This design comes from an exercise in tuning for small area, a short achievable clock period and few clock cycles per item on the open sky130 flow, not from production work. At most, simulation tests tie the RTL to the original design; equivalence was not proved. No driver is modelled on the clock port, so clock power and skew are understated where the tree is cut down; a real chip needs a root buffer or a tree.

Setup of v39:
==> flow/design.v <==
`timescale 1ns / 1ps
module toplv_matmul(input st, rst, clk, input [7:0] data_in,
                    output done, output [7:0] dataout);
  reg [5:0] T;         
  reg       armed;     
  always @(posedge clk or posedge rst) begin
    if (rst) begin
      T <= 6'd0;
      armed <= 1'b0;
    end else if (T != 6'd0) begin
      T <= (T == 6'd47) ? 6'd0 : T + 6'd1;
    end else if (armed) begin
      if (!st) begin
        T <= 6'd1;
        armed <= 1'b0;
      end
    end else if (st) begin
      armed <= 1'b1;
    end
  end
  reg [7:0] ra [0:8];
  reg [7:0] rb [0:8];
  wire lda = (T < 6'd11);
  wire ldb = (T < 6'd20);
  integer q;
  always @(posedge clk) begin
    ra[0] <= lda ? data_in : ra[8];
    rb[0] <= ldb ? data_in : rb[8];
    for (q = 1; q < 9; q = q + 1) begin
      ra[q] <= ra[q-1];
      rb[q] <= rb[q-1];
    end
  end
  reg [1:0] m;
  reg [1:0] sa;      
  reg [2:0] sb;      
  integer i, j, k;
  always @(*) begin
    m = 2'd0; sa = 2'd0; sb = 3'd0;
    for (i = 0; i < 3; i = i + 1)
      for (j = 0; j < 3; j = j + 1)
        for (k = 0; k < 3; k = k + 1)
          if (T == 17 + 9*i + 3*j + k) begin
            m = k;
            case ((5 + 6*i + 3*j) % 9)
              2: sa = 2'd0;
              5: sa = 2'd1;
              default: sa = 2'd2;             
            endcase
            case ((5 + 2*j + 9 - 2*k) % 9)
              0: sb = 3'd0;
              1: sb = 3'd1;
              3: sb = 3'd2;
              5: sb = 3'd3;
              default: sb = 3'd4;             
            endcase
          end
  end
  reg  [7:0]  opa, opb;
  reg         first, last;
  reg  [16:0] acc;
  reg  [17:0] outr;
  reg         done_r;
  wire [17:0] s = (first ? 18'd0 : {1'b0, acc}) + opa * opb;
  always @(posedge clk) begin
    opa <= (sa == 2'd0) ? ra[2] : (sa == 2'd1) ? ra[5] : ra[8];
    opb <= (sb == 3'd0) ? rb[0] : (sb == 3'd1) ? rb[1] :
           (sb == 3'd2) ? rb[3] : (sb == 3'd3) ? rb[5] : rb[7];
    first <= (m == 2'd0);
    last <= (m == 2'd2);
    acc <= s[16:0];
    outr <= last ? s : {8'd0, outr[17:8]};
    done_r <= (T == 6'd19);
  end
  assign done = done_r;
  assign dataout = outr[7:0];
endmodule
Settings: LEC_CHECK=0, CAP_MARGIN=20, CORE_MARGIN=2, CORE_UTILIZATION=40, SLEW_MARGIN=20; clock period 10.0 ns.
run.sh (not shown) runs the stock make flow with config.mk's settings and CLKGATE_MAP_FILE= SYNTH_SCRIPT=/design/flow/synth_recipe.tcl, a recipe that flattens the netlist after the stock synthesis.
v39 reached the end of the flow, and the finished layout is clean on the timing, DRC and antenna checks.
Testbench counts of v39, summed over its fixed seeds: cycles 4,704, items 96.
Changes in v14 relative to v39:
diff --git a/flow/design.v b/flow/design.v
--- a/flow/design.v
+++ b/flow/design.v
@@ -40,36 +40,28 @@
     for (i = 0; i < 3; i = i + 1)
       for (j = 0; j < 3; j = j + 1)
         for (k = 0; k < 3; k = k + 1)
-          if (T == 17 + 9*i + 3*j + k) begin
+          if (T == 18 + 9*i + 3*j + k) begin
             m = k;
-            case ((5 + 6*i + 3*j) % 9)
-              2: sa = 2'd0;
-              5: sa = 2'd1;
-              default: sa = 2'd2;             
-            endcase
-            case ((5 + 2*j + 9 - 2*k) % 9)
-              0: sb = 3'd0;
-              1: sb = 3'd1;
-              3: sb = 3'd2;
-              5: sb = 3'd3;
+            sa = (2 + 2*i + j) % 3;           
+            case ((6 + 2*j + 9 - 2*k) % 9)
+              1: sb = 3'd0;
+              2: sb = 3'd1;
+              4: sb = 3'd2;
+              6: sb = 3'd3;
               default: sb = 3'd4;             
             endcase
           end
   end
-  reg  [7:0]  opa, opb;
-  reg         first, last;
+  wire [7:0] opa = (sa == 2'd0) ? ra[0] : (sa == 2'd1) ? ra[3] : ra[6];
+  wire [7:0] opb = (sb == 3'd0) ? rb[1] : (sb == 3'd1) ? rb[2] :
+                   (sb == 3'd2) ? rb[4] : (sb == 3'd3) ? rb[6] : rb[8];
   reg  [16:0] acc;
   reg  [17:0] outr;
   reg         done_r;
-  wire [17:0] s = (first ? 18'd0 : {1'b0, acc}) + opa * opb;
+  wire [17:0] s = ((m == 2'd0) ? 18'd0 : {1'b0, acc}) + opa * opb;
   always @(posedge clk) begin
-    opa <= (sa == 2'd0) ? ra[2] : (sa == 2'd1) ? ra[5] : ra[8];
-    opb <= (sb == 3'd0) ? rb[0] : (sb == 3'd1) ? rb[1] :
-           (sb == 3'd2) ? rb[3] : (sb == 3'd3) ? rb[5] : rb[7];
-    first <= (m == 2'd0);
-    last <= (m == 2'd2);
     acc <= s[16:0];
-    outr <= last ? s : {8'd0, outr[17:8]};
+    outr <= (m == 2'd2) ? s : {8'd0, outr[17:8]};
     done_r <= (T == 6'd19);
   end
   assign done = done_r;
Results
- The via count of the first global-routing pass of v14 falls short of that of v39 by about 4.6%.
- [v14] fraction of final layout cells sized beyond drive strength 1 rose 3.1 points relative to v39
- On register share of the cell area, the higher figure sits with v39, not v14.
- On v14: wire length is about 1.1% higher than what v39 gave.
- From v39 to v14 the numbers moved as follows: number of CTS-inserted buffers down 5, routed length per instance increased 0.74 um.
Testbench counts of v14, summed over its fixed seeds: cycles 4,704, items 96.


Another version of the RTL of toplv_matmul (not shown whole).
For scale: roughly 210 flip-flops, about 20 I/O pins, ~8400 µm² of cells after synthesis.
==> module toplv_matmul, before the edit <==
module toplv_matmul(input st, rst, clk, input [7:0] data_in,
                    output done, output [7:0] dataout);
  reg [2:0] h;
  reg [1:0] j, k;
  reg       run;       
  reg       armed;     
  always @(posedge clk or posedge rst) begin
    if (rst) begin
      h <= 3'd0; j <= 2'd0; k <= 2'd0;
      run <= 1'b0;
      armed <= 1'b0;
    end else if (run) begin
      if (h == 3'd5 && j == 2'd1 && k == 2'd1) begin
        run <= 1'b0;
      end
      if (k == 2'd2) begin
        k <= 2'd0;
        if (j == 2'd2) begin
          j <= 2'd0;
          h <= h + 3'd1;
        end else begin
          j <= j + 2'd1;
        end
      end else begin
        k <= k + 2'd1;
      end
    end else if (armed) begin
      if (!st) begin
        h <= 3'd0; j <= 2'd1; k <= 2'd0;
        run <= 1'b1;
        armed <= 1'b0;
      end
    end else if (st) begin
      armed <= 1'b1;
    end
  end
  reg [7:0] ra [0:8];
  reg [7:0] rb [0:8];
  wire early = (j == 2'd0) || (j == 2'd1 && k == 2'd0);
  wire lda = !run || h == 3'd0 || (h == 3'd1 && early);      
  wire ldb = !run || h <= 3'd1 || (h == 3'd2 && early);      
  integer q;
  always @(posedge clk) begin
    ra[0] <= lda ? data_in : ra[8];
    rb[0] <= ldb ? data_in : rb[8];
    for (q = 1; q < 9; q = q + 1) begin
      ra[q] <= ra[q-1];
      rb[q] <= rb[q-1];
    end
  end
  reg [4:0] pb;      
  reg [2:0] qa;      
  always @(*) begin
    case ({j, k})
      4'd0: pb = 5'b00100;
      4'd1: pb = 5'b00010;
      4'd2: pb = 5'b00001;
      4'd4: pb = 5'b01000;
      4'd5: pb = 5'b00100;
      4'd6: pb = 5'b00010;
      4'd8: pb = 5'b10000;
      4'd9: pb = 5'b01000;
      4'd10: pb = 5'b00100;
      default: pb = 5'b00000;
    endcase
    case ({h, j})
      5'd0: qa = 3'b001;
      5'd1: qa = 3'b010;
      5'd2: qa = 3'b100;
      5'd4: qa = 3'b100;
      5'd5: qa = 3'b001;
      5'd6: qa = 3'b010;
      5'd8: qa = 3'b010;
      5'd9: qa = 3'b100;
      5'd10: qa = 3'b001;
      5'd12: qa = 3'b001;
      5'd13: qa = 3'b010;
      5'd14: qa = 3'b100;
      5'd16: qa = 3'b100;
      5'd17: qa = 3'b001;
      5'd18: qa = 3'b010;
      5'd20: qa = 3'b010;
      5'd21: qa = 3'b100;
      5'd22: qa = 3'b001;
      default: qa = 3'b000;
    endcase
  end
  reg  [7:0]  opa, opb;
  reg         first;       
  reg         first_o;     
  reg  [17:0] acc_s;
  reg  [4:0] acc_c;    
  reg  [17:0] outr;
  reg         done_r;
  wire [17:0] ns;
  wire [4:0] nc;
  mac u_mac(.a(opa), .b(opb), .clr(first), .acc_s(acc_s), .acc_c(acc_c),
            .ns(ns), .nc(nc));
  always @(posedge clk) begin
    opa <= ({8{qa[0]}} & ra[1]) | ({8{qa[1]}} & ra[4]) | ({8{qa[2]}} & ra[7]);
    opb <= ({8{pb[0]}} & rb[0]) | ({8{pb[1]}} & rb[2]) | ({8{pb[2]}} & rb[4]) |
           ({8{pb[3]}} & rb[6]) | ({8{pb[4]}} & rb[8]);
    first <= (k == 2'd0);
    first_o <= (k == 2'd0) && run;    
    acc_s <= ns;
    acc_c <= nc;
    outr <= first_o ? (acc_s + ({17'd0, acc_c[0]} << 3) + ({17'd0, acc_c[1]} << 6) + ({17'd0, acc_c[2]} << 9) + ({17'd0, acc_c[3]} << 12) + ({17'd0, acc_c[4]} << 15)) : {8'd0, outr[17:8]};
    done_r <= run && h == 3'd2 && j == 2'd1 && k == 2'd0;      
  end
  assign done = done_r;
  assign dataout = outr[7:0];
endmodule
make LEC_CHECK=0 CAP_MARGIN=20 CORE_MARGIN=2 CORE_UTILIZATION=40 CTS_BUF_LIST=sky130_fd_sc_hd__clkbuf_8 CTS_CLUSTER_DIAMETER=60 CTS_CLUSTER_SIZE=18 SLEW_MARGIN=20 SYNTH_HIERARCHICAL=1 SYNTH_MINIMUM_KEEP_SIZE=0 finish   # period 10.0 ns
==> next run, changes <==
--- a/flow/design.v
+++ b/flow/design.v
@@ -254,12 +254,11 @@
       5'd22: qa = 3'b001;
       default: qa = 3'b000;
     endcase
   end
   reg  [7:0]  opa, opb;
-  reg         first;       
-  reg         first_o;     
+  reg         first;
   reg  [17:0] acc_s;
   reg  [4:0] acc_c;    
   reg  [17:0] outr;
   reg         done_r;
   wire [17:0] ns;
@@ -269,14 +268,13 @@
   always @(posedge clk) begin
     opa <= ({8{qa[0]}} & ra[1]) | ({8{qa[1]}} & ra[4]) | ({8{qa[2]}} & ra[7]);
     opb <= ({8{pb[0]}} & rb[0]) | ({8{pb[1]}} & rb[2]) | ({8{pb[2]}} & rb[4]) |
            ({8{pb[3]}} & rb[6]) | ({8{pb[4]}} & rb[8]);
     first <= (k == 2'd0);
-    first_o <= (k == 2'd0) && run;    
     acc_s <= ns;
     acc_c <= nc;
-    outr <= first_o ? (acc_s + ({17'd0, acc_c[0]} << 3) + ({17'd0, acc_c[1]} << 6) + ({17'd0, acc_c[2]} << 9) + ({17'd0, acc_c[3]} << 12) + ({17'd0, acc_c[4]} << 15)) : {8'd0, outr[17:8]};
+    outr <= first ? (acc_s + ({17'd0, acc_c[0]} << 3) + ({17'd0, acc_c[1]} << 6) + ({17'd0, acc_c[2]} << 9) + ({17'd0, acc_c[3]} << 12) + ({17'd0, acc_c[4]} << 15)) : {8'd0, outr[17:8]};
     done_r <= run && h == 3'd2 && j == 2'd1 && k == 2'd0;      
   end
   assign done = done_r;
   assign dataout = outr[7:0];
 endmodule
=>
- worst hold slack barely changes
- via count hardly moves
- design area goes up by 0.71%
- register-to-register slack got worse by 0.13 ns
- die area rose by 0.55%
- core utilization climbs by 0.17 points
- global-route usage goes down by 0.52 points
- fmax shrinks by about 3.4%
- setup slack degrades by 0.13 ns
No run of this note included a check of the RTL's function; only the layout flow was run.


Setup of amber:
Another version of the RTL of toplv_matmul (not shown whole).
For scale: roughly 810 cells after synthesis, about 20 I/O pins, about 9500 um^2 of cells after synthesis.
==> module toplv_matmul, before the edit <==
module toplv_matmul(input st, rst, clk, input [7:0] data_in,
                    output done, output [7:0] dataout);
  reg [2:0] h;
  reg [1:0] j, k;
  reg       run;       
  reg       armed;     
  always @(posedge clk or posedge rst) begin
    if (rst) begin
      h <= 3'd0; j <= 2'd0; k <= 2'd0;
      run <= 1'b0;
      armed <= 1'b0;
    end else if (run) begin
      if (h == 3'd5 && j == 2'd1 && k == 2'd1) begin
        run <= 1'b0;
      end
      if (k == 2'd2) begin
        k <= 2'd0;
        if (j == 2'd2) begin
          j <= 2'd0;
          h <= h + 3'd1;
        end else begin
          j <= j + 2'd1;
        end
      end else begin
        k <= k + 2'd1;
      end
    end else if (armed) begin
      if (!st) begin
        h <= 3'd0; j <= 2'd1; k <= 2'd0;
        run <= 1'b1;
        armed <= 1'b0;
      end
    end else if (st) begin
      armed <= 1'b1;
    end
  end
  reg [7:0] ra [0:8];
  reg [7:0] rb [0:8];
  wire early = (j == 2'd0) || (j == 2'd1 && k == 2'd0);
  wire lda = !run || h == 3'd0 || (h == 3'd1 && early);      
  wire ldb = !run || h <= 3'd1 || (h == 3'd2 && early);      
  integer q;
  always @(posedge clk) begin
    ra[0] <= lda ? data_in : ra[8];
    rb[0] <= ldb ? data_in : rb[8];
    for (q = 1; q < 9; q = q + 1) begin
      ra[q] <= ra[q-1];
      rb[q] <= rb[q-1];
    end
  end
  reg [4:0] pb;            
  reg [2:0] qa, qa_n;      
  always @(*) begin
    case ({j, k})
      4'd0: pb = 5'b00100;
      4'd1: pb = 5'b00010;
      4'd2: pb = 5'b00001;
      4'd4: pb = 5'b01000;
      4'd5: pb = 5'b00100;
      4'd6: pb = 5'b00010;
      4'd8: pb = 5'b10000;
      4'd9: pb = 5'b01000;
      4'd10: pb = 5'b00100;
      default: pb = 5'b00000;
    endcase
    case ({h, j, k})
      7'd0: qa_n = 3'b001;
      7'd1: qa_n = 3'b001;
      7'd2: qa_n = 3'b010;
      7'd4: qa_n = 3'b010;
      7'd5: qa_n = 3'b010;
      7'd6: qa_n = 3'b100;
      7'd8: qa_n = 3'b100;
      7'd9: qa_n = 3'b100;
      7'd10: qa_n = 3'b100;
      7'd16: qa_n = 3'b100;
      7'd17: qa_n = 3'b100;
      7'd18: qa_n = 3'b001;
      7'd20: qa_n = 3'b001;
      7'd21: qa_n = 3'b001;
      7'd22: qa_n = 3'b010;
      7'd24: qa_n = 3'b010;
      7'd25: qa_n = 3'b010;
      7'd26: qa_n = 3'b010;
      7'd32: qa_n = 3'b010;
      7'd33: qa_n = 3'b010;
      7'd34: qa_n = 3'b100;
      7'd36: qa_n = 3'b100;
      7'd37: qa_n = 3'b100;
      7'd38: qa_n = 3'b001;
      7'd40: qa_n = 3'b001;
      7'd41: qa_n = 3'b001;
      7'd42: qa_n = 3'b001;
      7'd48: qa_n = 3'b001;
      7'd49: qa_n = 3'b001;
      7'd50: qa_n = 3'b010;
      7'd52: qa_n = 3'b010;
      7'd53: qa_n = 3'b010;
      7'd54: qa_n = 3'b100;
      7'd56: qa_n = 3'b100;
      7'd57: qa_n = 3'b100;
      7'd58: qa_n = 3'b100;
      7'd64: qa_n = 3'b100;
      7'd65: qa_n = 3'b100;
      7'd66: qa_n = 3'b001;
      7'd68: qa_n = 3'b001;
      7'd69: qa_n = 3'b001;
      7'd70: qa_n = 3'b010;
      7'd72: qa_n = 3'b010;
      7'd73: qa_n = 3'b010;
      7'd74: qa_n = 3'b010;
      7'd80: qa_n = 3'b010;
      7'd81: qa_n = 3'b010;
      7'd82: qa_n = 3'b100;
      7'd84: qa_n = 3'b100;
      7'd85: qa_n = 3'b100;
      7'd86: qa_n = 3'b001;
      7'd88: qa_n = 3'b001;
      7'd89: qa_n = 3'b001;
      7'd90: qa_n = 3'b001;
      default: qa_n = 3'b000;
    endcase
  end
  always @(posedge clk) begin
    qa <= qa_n;
  end
  reg  [7:0]  opa;         
  reg  [9:1]  opt;         
  reg  [3:0]  s1, s2, s3;  
  reg         first;       
  reg         first_o;     
  reg  [17:0] acc_s;       
  reg  [17:0] acc_c;    
  reg  [17:0] outr;
  reg         done_r;
  wire [17:0] ns;
  wire [17:0] nc;
  wire [7:0] asel = ({8{qa[0]}} & ra[1]) | ({8{qa[1]}} & ra[4]) | ({8{qa[2]}} & ra[7]);
  wire [7:0] bsel = ({8{pb[0]}} & rb[0]) | ({8{pb[1]}} & rb[2]) | ({8{pb[2]}} & rb[4]) |
                    ({8{pb[3]}} & rb[6]) | ({8{pb[4]}} & rb[8]);
  wire [9:0] asel3 = {2'b0, asel} + {1'b0, asel, 1'b0};
  mac u_mac(.a(opa), .t(opt), .s1(s1), .s2(s2), .s3(s3), .clr(first), .acc_s(acc_s), .acc_c(acc_c),
            .ns(ns), .nc(nc));
  always @(posedge clk) begin
    opa <= asel;
    opt <= asel3[9:1];
    for (q = 0; q < 4; q = q + 1) begin
      s1[q] <= (bsel[2*q +: 2] == 2'd1);
      s2[q] <= (bsel[2*q +: 2] == 2'd2);
      s3[q] <= (bsel[2*q +: 2] == 2'd3);
    end
    first <= (k == 2'd0);
    first_o <= (k == 2'd0) && run;    
    acc_s <= ns;
    acc_c <= nc;
    outr <= first_o ? (~(acc_s + {acc_c[17], acc_c[16], acc_c[15], acc_c[14], acc_c[13], acc_c[12], acc_c[11], acc_c[10], acc_c[9], acc_c[8], acc_c[7], acc_c[6], acc_c[5], acc_c[4], acc_c[3], acc_c[2], acc_c[1], acc_c[0]} + 18'd1)) : {8'd0, outr[17:8]};
    done_r <= run && h == 3'd2 && j == 2'd1 && k == 2'd0;      
  end
  assign done = done_r;
  assign dataout = outr[7:0];
endmodule
clock: 10.0 ns
lec_check: 0
cap_margin: 20
core_margin: 2
core_utilization: 60
cts_buf_list: sky130_fd_sc_hd__clkbuf_8
cts_cluster_diameter: 60
cts_cluster_size: 18
slew_margin: 20
synth_hierarchical: 1
synth_minimum_keep_size: 0
standard.sh (not shown) runs the stock make flow with config.mk's settings and CLKGATE_MAP_FILE= SYNTH_SCRIPT=/design/flow/synth_recipe.tcl, a recipe that flattens the netlist after the stock synthesis.
==> flow/flow/run.sh <==
#!/bin/bash
set -euo pipefail
cd "$(dirname "$0")/.."
source flow/knobs.sh
bash standard.sh > flow_make.log 2>&1
Other scripts of this flow, unchanged in this note and not shown: flow/flow/knobs.sh, flow/flow/manual_cts.tcl
diff inputs: amber => cedar
-- flow/design.v --
<<< amber, line 224
    end
  end
  reg [4:0] pb;            
  reg [2:0] qa, qa_n;      
  always @(*) begin
    case ({j, k})
      4'd0: pb = 5'b00100;
      4'd1: pb = 5'b00010;
      4'd2: pb = 5'b00001;
      4'd4: pb = 5'b01000;
      4'd5: pb = 5'b00100;
      4'd6: pb = 5'b00010;
      4'd8: pb = 5'b10000;
      4'd9: pb = 5'b01000;
      4'd10: pb = 5'b00100;
      default: pb = 5'b00000;
    endcase
    case ({h, j, k})
>>> cedar, line 224
    end
  end
  reg [4:0] pb, pb_n;      
  reg [2:0] qa, qa_n;      
  always @(*) begin
    case ({j, k})
      4'd0: pb_n = 5'b00010;
      4'd1: pb_n = 5'b00001;
      4'd2: pb_n = 5'b01000;
      4'd4: pb_n = 5'b00100;
      4'd5: pb_n = 5'b00010;
      4'd6: pb_n = 5'b10000;
      4'd8: pb_n = 5'b01000;
      4'd9: pb_n = 5'b00100;
      4'd10: pb_n = 5'b00100;
      default: pb_n = 5'b00000;
    endcase
    case ({h, j, k})
<<< amber, line 298
  end
  always @(posedge clk) begin
    qa <= qa_n;
  end
>>> cedar, line 298
  end
  always @(posedge clk) begin
    pb <= pb_n;
    qa <= qa_n;
  end
[summary]
- Wire length on met2 in cedar is about 7% lower than in amber
- Sequential share of layout area on cedar is up relative to amber.
- Against amber, cedar comes in about 2.6% lower on number of vias in the routed layout.
- Against amber, cedar comes in 0.04 ns higher on register-to-register slack.
- Going from amber to cedar, number of sequential cells moved up, area enclosed by the die boundary moved down.
- Utilization: cedar vs amber up 1.1 points
- Changes observed in cedar relative to amber: multi-input gate share of total cell area fell by 1.3 points, routed wire length fell by 7.1%, final setup slack of the worst path fell by 0.014 ns, met1 layer usage reported by global route stayed essentially flat.
- cedar -> amber: largest stage delay on the critical path flat
Testbench counts of cedar, summed over its fixed seeds: cycles 4,704, items 96.
For amber, only the layout was checked, not whether the RTL still works. No run of this note takes its clock network from TritonCTS; it comes from the design's own scripts or RTL.

==> port drivers added, routing unchanged <==
How much do the figures lean on ideal ports? The routed layouts below were timed once more, with nothing changed but the port constraints. Step 1: set_driving_cell puts a clkbuf_16 on clk and a buf_2 on each other input, an assumption about the parent block. Step 2 also shifts input and output timing later by t, the mid clock arrival at the registers, as if the neighbouring blocks saw the same clock. Slacks: no drivers / after step 1 / after step 2; pairs: no drivers / after step 1.
| run | shift t [ns] | slack for setup (ns) | clock arrival spread, ns |
|---|---|---|---|
| v39 | 0.536 | 5.461 / 5.461 / 5.461 | 0.016 / 0.016 |
| v14 | 0.465 | 2.588 / 2.588 / 2.588 | 0.015 / 0.015 |
| the first run of note 2 | 0.538 | 6.331 / 6.331 / 6.331 | 0.031 / 0.031 |
| the second run of note 2 | 0.541 | 6.203 / 6.203 / 6.203 | 0.047 / 0.047 |
| amber | 0.378 | 7.260 / 7.171 / 7.238 | 0.047 / 0.046 |
| cedar | 0.374 | 7.246 / 7.160 / 7.171 | 0.059 / 0.059 |
After both steps every run listed still meets setup and hold. The setup slack of cedar, which loses most, moves by -0.086 ns with the drivers and by -0.075 ns with both steps.
